Background: an optimization exercise with open tools, aiming at small area, a short achievable clock period and few clock cycles. Do not read the settings as production practice.
Where RTL was checked, it was by simulation tests only, not by an equivalence proof against the original.

==> flow/design.v (excerpt) <==
module alu_top(
    input wire clk,
    input wire reset,
    input wire [7:0] operand_a,
    input wire [7:0] operand_b,
    input wire [1:0] operation,
    input wire start,
    output reg [15:0] result,
    output wire ready,
    output reg overflow,
    output reg zero
);
For scale: roughly 30 flip-flops, roughly 40 I/O pins, about 4700 sq um of cells after synthesis.
==> flow/config.mk <==
export PLATFORM = sky130hd
export DESIGN_NAME = alu_top
export DESIGN_NICKNAME = alu_top
export VERILOG_FILES = /design/flow/design.v
export SDC_FILE = /design/flow/constraint.sdc
export NUM_CORES = 4
export LEC_CHECK = 0
export ABC_AREA = 1
export CAP_MARGIN = 20
export CORE_MARGIN = 2
export CORE_UTILIZATION = 40
export CTS_BUF_LIST = sky130_fd_sc_hd__clkbuf_8
export CTS_CLUSTER_DIAMETER = 500
export CTS_CLUSTER_SIZE = 50
export SETUP_SLACK_MARGIN = 0.2
export SLEW_MARGIN = 20
==> flow/constraint.sdc <==
create_clock -name core_clock -period 7.0 [get_ports {clk}]
set_input_delay 1.4000 -clock core_clock [delete_from_list [all_inputs] [get_ports {clk}]]
set_output_delay 1.4000 -clock core_clock [all_outputs]
set_load 0.01 [all_outputs]
standard.sh (not shown) runs the stock make flow with config.mk's settings and CLKGATE_MAP_FILE= SYNTH_SCRIPT=/design/flow/synth_recipe.tcl, a recipe that flattens the netlist after the stock synthesis.
==> flow/flow/run.sh <==
#!/bin/bash
# Standard layout, with the port buffers made of sky130_fd_sc_hd__buf_2 cells
# (buffer_ports otherwise picks the slow clkdlybuf4s50_1). Every port is still buffered.
set -euo pipefail
export BUFFER_PORTS_ARGS="-buffer_cell sky130_fd_sc_hd__buf_2"
bash standard.sh > standard.log 2>&1
Testbench counts at the start, summed over its fixed seeds: cycles 4,589.
Rerun with:
==> flow/run.sh (new file) <==
#!/bin/bash
# synth_recipe.tcl (not shown) runs the flow's synth.tcl, then flattens the netlist and writes it again
# the make line also repeats each setting of config.mk as NAME=value (left out here)
make -C /OpenROAD-flow-scripts/flow DESIGN_CONFIG=/design/flow/config.mk WORK_HOME=/design/flow/orfs CLKGATE_MAP_FILE= SYNTH_SCRIPT=/design/flow/synth_recipe.tcl finish
CTS_BUF_LIST = default   (was sky130_fd_sc_hd__clkbuf_8)
CTS_CLUSTER_DIAMETER = default   (was 500)
CTS_CLUSTER_SIZE = default   (was 50)
removed: flow/flow/run.sh
removed: flow/standard.sh
The new run passed the timing, design-rule and antenna checks; clock skew barely changes; routed wire length increases by 5.6%; fmax decreases by 4.1%; setup slack degrades by 0.27 ns; cell count increases by 0.90%; cell area increases by 7.7%; register-to-register slack improves by 0.21 ns; die area does not change.
Rerun with:
SETUP_SLACK_MARGIN = 1.0   (was 0.2)
What happened: Setup slack improved by 0.66 ns. Utilization goes up by 7.8 points. Cell count went up by 5.8%. Clock-buffer cell count stays the same. Via count is higher by 8.7%. Wire length went up by 11%. Register-to-register slack gets better by 0.08 ns. Maximum frequency is higher by 11%. Worst hold slack hardly moves. Sequential share of layout area falls by 1.7 points.


alu_top, a different RTL version from the one above (not shown whole).
For scale: roughly 690 cells after synthesis, roughly 30 flip-flops, roughly 40 I/O pins, ~4600 sq um of cells after synthesis.
export LEC_CHECK = 0
export ABC_AREA = 1
export CAP_MARGIN = 0
export CORE_MARGIN = 2
export CORE_UTILIZATION = 70
export CTS_BUF_LIST = sky130_fd_sc_hd__clkbuf_8
export SETUP_SLACK_MARGIN = 0.2
export SLEW_MARGIN = 0
create_clock -name core_clock -period 7.0 [get_ports {clk}]
==> flow/flow/run.sh <==
#!/bin/bash
# Standard layout, with the port buffers made of sky130_fd_sc_hd__buf_2 cells
# (buffer_ports otherwise picks the slow clkdlybuf4s50_1). Every port is still buffered.
set -euo pipefail
export BUFFER_PORTS_ARGS="-buffer_cell sky130_fd_sc_hd__buf_2"
bash standard.sh > standard.log 2>&1
The baseline passed the timing, design-rule and antenna checks.
Testbench counts at the start, summed over its fixed seeds: cycles 4,589.
Edit:
Settings changed: CAP_MARGIN 0 to 20, CORE_UTILIZATION 70 to 55, SLEW_MARGIN 0 to 20.
The changed run ran to the end with no violations.
Cell count increases by 4.0%.
Count of clock-buffer cells in the layout stays the same.
Global-route usage decreases by 5.2 points.
Edit:
Settings changed: CORE_UTILIZATION 55 to 40.
Result:
- setup slack improves by 0.22 ns
- routed wire length climbs by 2.1%
- clock skew is about the same
- final area climbs by 1.2%
- die area climbs by 36%
- via count drops by 2.1%
Edit:
Settings changed: SETUP_SLACK_MARGIN 0.2 to 0.7.
Outcome: Hold slack is about the same; synthesized area does not change; sequential share of layout area fell by 1.7 points.


alu_top, a different RTL version from the one above (not shown whole).
Size: about 40 I/O pins, roughly 4900 µm² of cells after synthesis.
Settings: LEC_CHECK=0, ABC_AREA=1, CAP_MARGIN=20, CORE_MARGIN=2, CORE_UTILIZATION=40, CTS_BUF_LIST=sky130_fd_sc_hd__clkbuf_8, SETUP_SLACK_MARGIN=0.2, SLEW_MARGIN=20; clock period 7.0 ns.
Scripts as last shown in full above: flow/flow/run.sh
Next try:
- CORE_UTILIZATION: 40 -> 70
- SETUP_SLACK_MARGIN: 0.2 -> 1.8
After rerunning:
- This time the run failed in global routing (5_1_grt)
- area after synthesis does not change
- synthesized cell count is unchanged
No functional check of the RTL was part of any run of this note.


## run A
alu_top, a different RTL version from the one above (not shown whole).
For scale: about 40 I/O pins.
Settings: LEC_CHECK=0, ABC_AREA=1, CAP_MARGIN=20, CORE_MARGIN=2, CORE_UTILIZATION=65, CTS_BUF_LIST=sky130_fd_sc_hd__clkbuf_8, SETUP_SLACK_MARGIN=1.8, SLEW_MARGIN=20; clock period 7.0 ns.
Scripts as last shown in full above: flow/flow/run.sh
Testbench counts of run A, summed over its fixed seeds: cycles 4,589.
#### Input delta (run B over run A)
Settings: swapping 65 for 70 in CORE_UTILIZATION; swapping 1.8 for 2.4 in SETUP_SLACK_MARGIN.
--- outcome ---
The flow ran to completion for all of run A and run B but run B, which stopped partway. FAIL run B @ global routing (5_1_grt): tool exited with error. Count of distinct cell types in the synthesized netlist: run B vs run A identical. Cell area after synthesis came out exactly the same in run A and run B. Placed standard-cell area: run B > run A. The quantity of gates resized following cts number comes out higher for run B vs run A. | buffers inserted during post-CTS setup optimization | lower: run A |. The HPWL after detailed placement of run B is lower than that of run A. Changes observed in run B relative to run A: routability congestion estimate from global placement decreased about 3.6%, height of the die fell 3.5%.
Edits applied to the flow inputs when going from run B to run C:
Settings: changing SETUP_SLACK_MARGIN from 2.4 to 1.3.
Results
- Run C reached the final stage; the timing, design-rule and antenna checks on its layout passed.
- Number of buffers inserted by port buffering came out exactly the same in run B and run C.
- Compared to run B, run C has post-CTS setup buffer count 23 lower.
- Post-DP HPWL came out higher on run C than on run B.
- Run C -> run B: synthesized netlist net count delta 0, exact match
- Lower final weighted congestion in routability-driven placement was reported by run B, not run C.
- As far as synthesized-area fraction occupied by xor and xnor cells goes, run B and run C are indistinguishable; the numbers are identical.
- Summary of run C over run B: number of gates resized after cts now smaller; worst setup timing slack at the placement stage now smaller; placed cell area now smaller; count of flip-flops with a built-in enable after synthesis comparable.
Input-level comparison between run D and run C:
Settings: ABC_AREA: 1 -> 0; SETUP_SLACK_MARGIN: 1.3 -> 1.8.
==> run notes <==
Against run C, total standard cell area after synthesis in run D came out worse.
Fraction of the core area covered by cells at the end of the flow: lower on run C
Run C → run D: multi-input combinational cell count +14.
### run D -> run E
Settings: ABC_AREA changed from 0 to 1; SETUP_SLACK_MARGIN changed from 1.8 to 1.9.
==> comparison <==
- Proportion of cell area occupied by registers, run D and run E: smaller value in run D
- Final critical delay including setup and external delays (higher): run D
- When run E is measured against run D, its area of all placed cells without fillers turns out about 11% lower.
- Re largest driver fanout on the critical path: run D and run E aren't equal, and the lower value belongs to run D.

## afterwards: timing with drivers on the ports
How much do the figures lean on ideal ports? The routed layouts below were timed once more, with nothing changed but the port constraints.
Step 1: set_driving_cell puts a clkbuf_16 on clk and a buf_2 on each other input, an assumption about the parent block.
Step 2, shift: input delay + t, output delay - t, t = (earliest + latest rising clock arrival at the registers) / 2. This alone moves slack from input paths to output paths.
Three values: ideal, step 1, step 2; two values: the first two.
| run | t (ns) | setup WS [ns] | hold slack, ns |
|---|---|---|---|
| the first run of note 1 | 0.313 | 0.670 / 0.636 / 0.842 | 0.446 / 0.446 / 0.446 |
| the second run of note 1 | 0.314 | 0.396 / 0.373 / 0.373 | 0.433 / 0.433 / 0.433 |
| the third run of note 1 | 0.319 | 1.058 / 1.015 / 1.100 | 0.433 / 0.433 / 0.433 |
| the first run of note 2 | 0.305 | 0.680 / 0.653 / 0.843 | 0.449 / 0.449 / 0.449 |
| the second run of note 2 | 0.311 | 0.432 / 0.403 / 0.714 | 0.439 / 0.439 / 0.439 |
| the third run of note 2 | 0.306 | 0.650 / 0.617 / 0.764 | 0.439 / 0.439 / 0.439 |
| the fourth run of note 2 | 0.309 | 0.730 / 0.697 / 1.006 | 0.439 / 0.439 / 0.439 |
| the first run of note 3 | 0.330 | 0.740 / 0.756 / 0.426 | 0.436 / 0.436 / 0.436 |
| run A | 0.315 | 1.971 / 1.959 / 1.664 | 0.456 / 0.456 / 0.456 |
| run C | 0.308 | 1.656 / 1.665 / 1.357 | 0.482 / 0.482 / 0.482 |
| run D | 0.322 | 1.850 / 1.833 / 1.601 | 0.491 / 0.491 / 0.491 |
| run E | 0.309 | 2.041 / 2.018 / 1.798 | 0.485 / 0.485 / 0.485 |
After both steps every run listed still meets setup and hold. The setup slack of the first run of note 3, which loses most, moves by +0.016 ns with the drivers and by -0.314 ns with both steps.
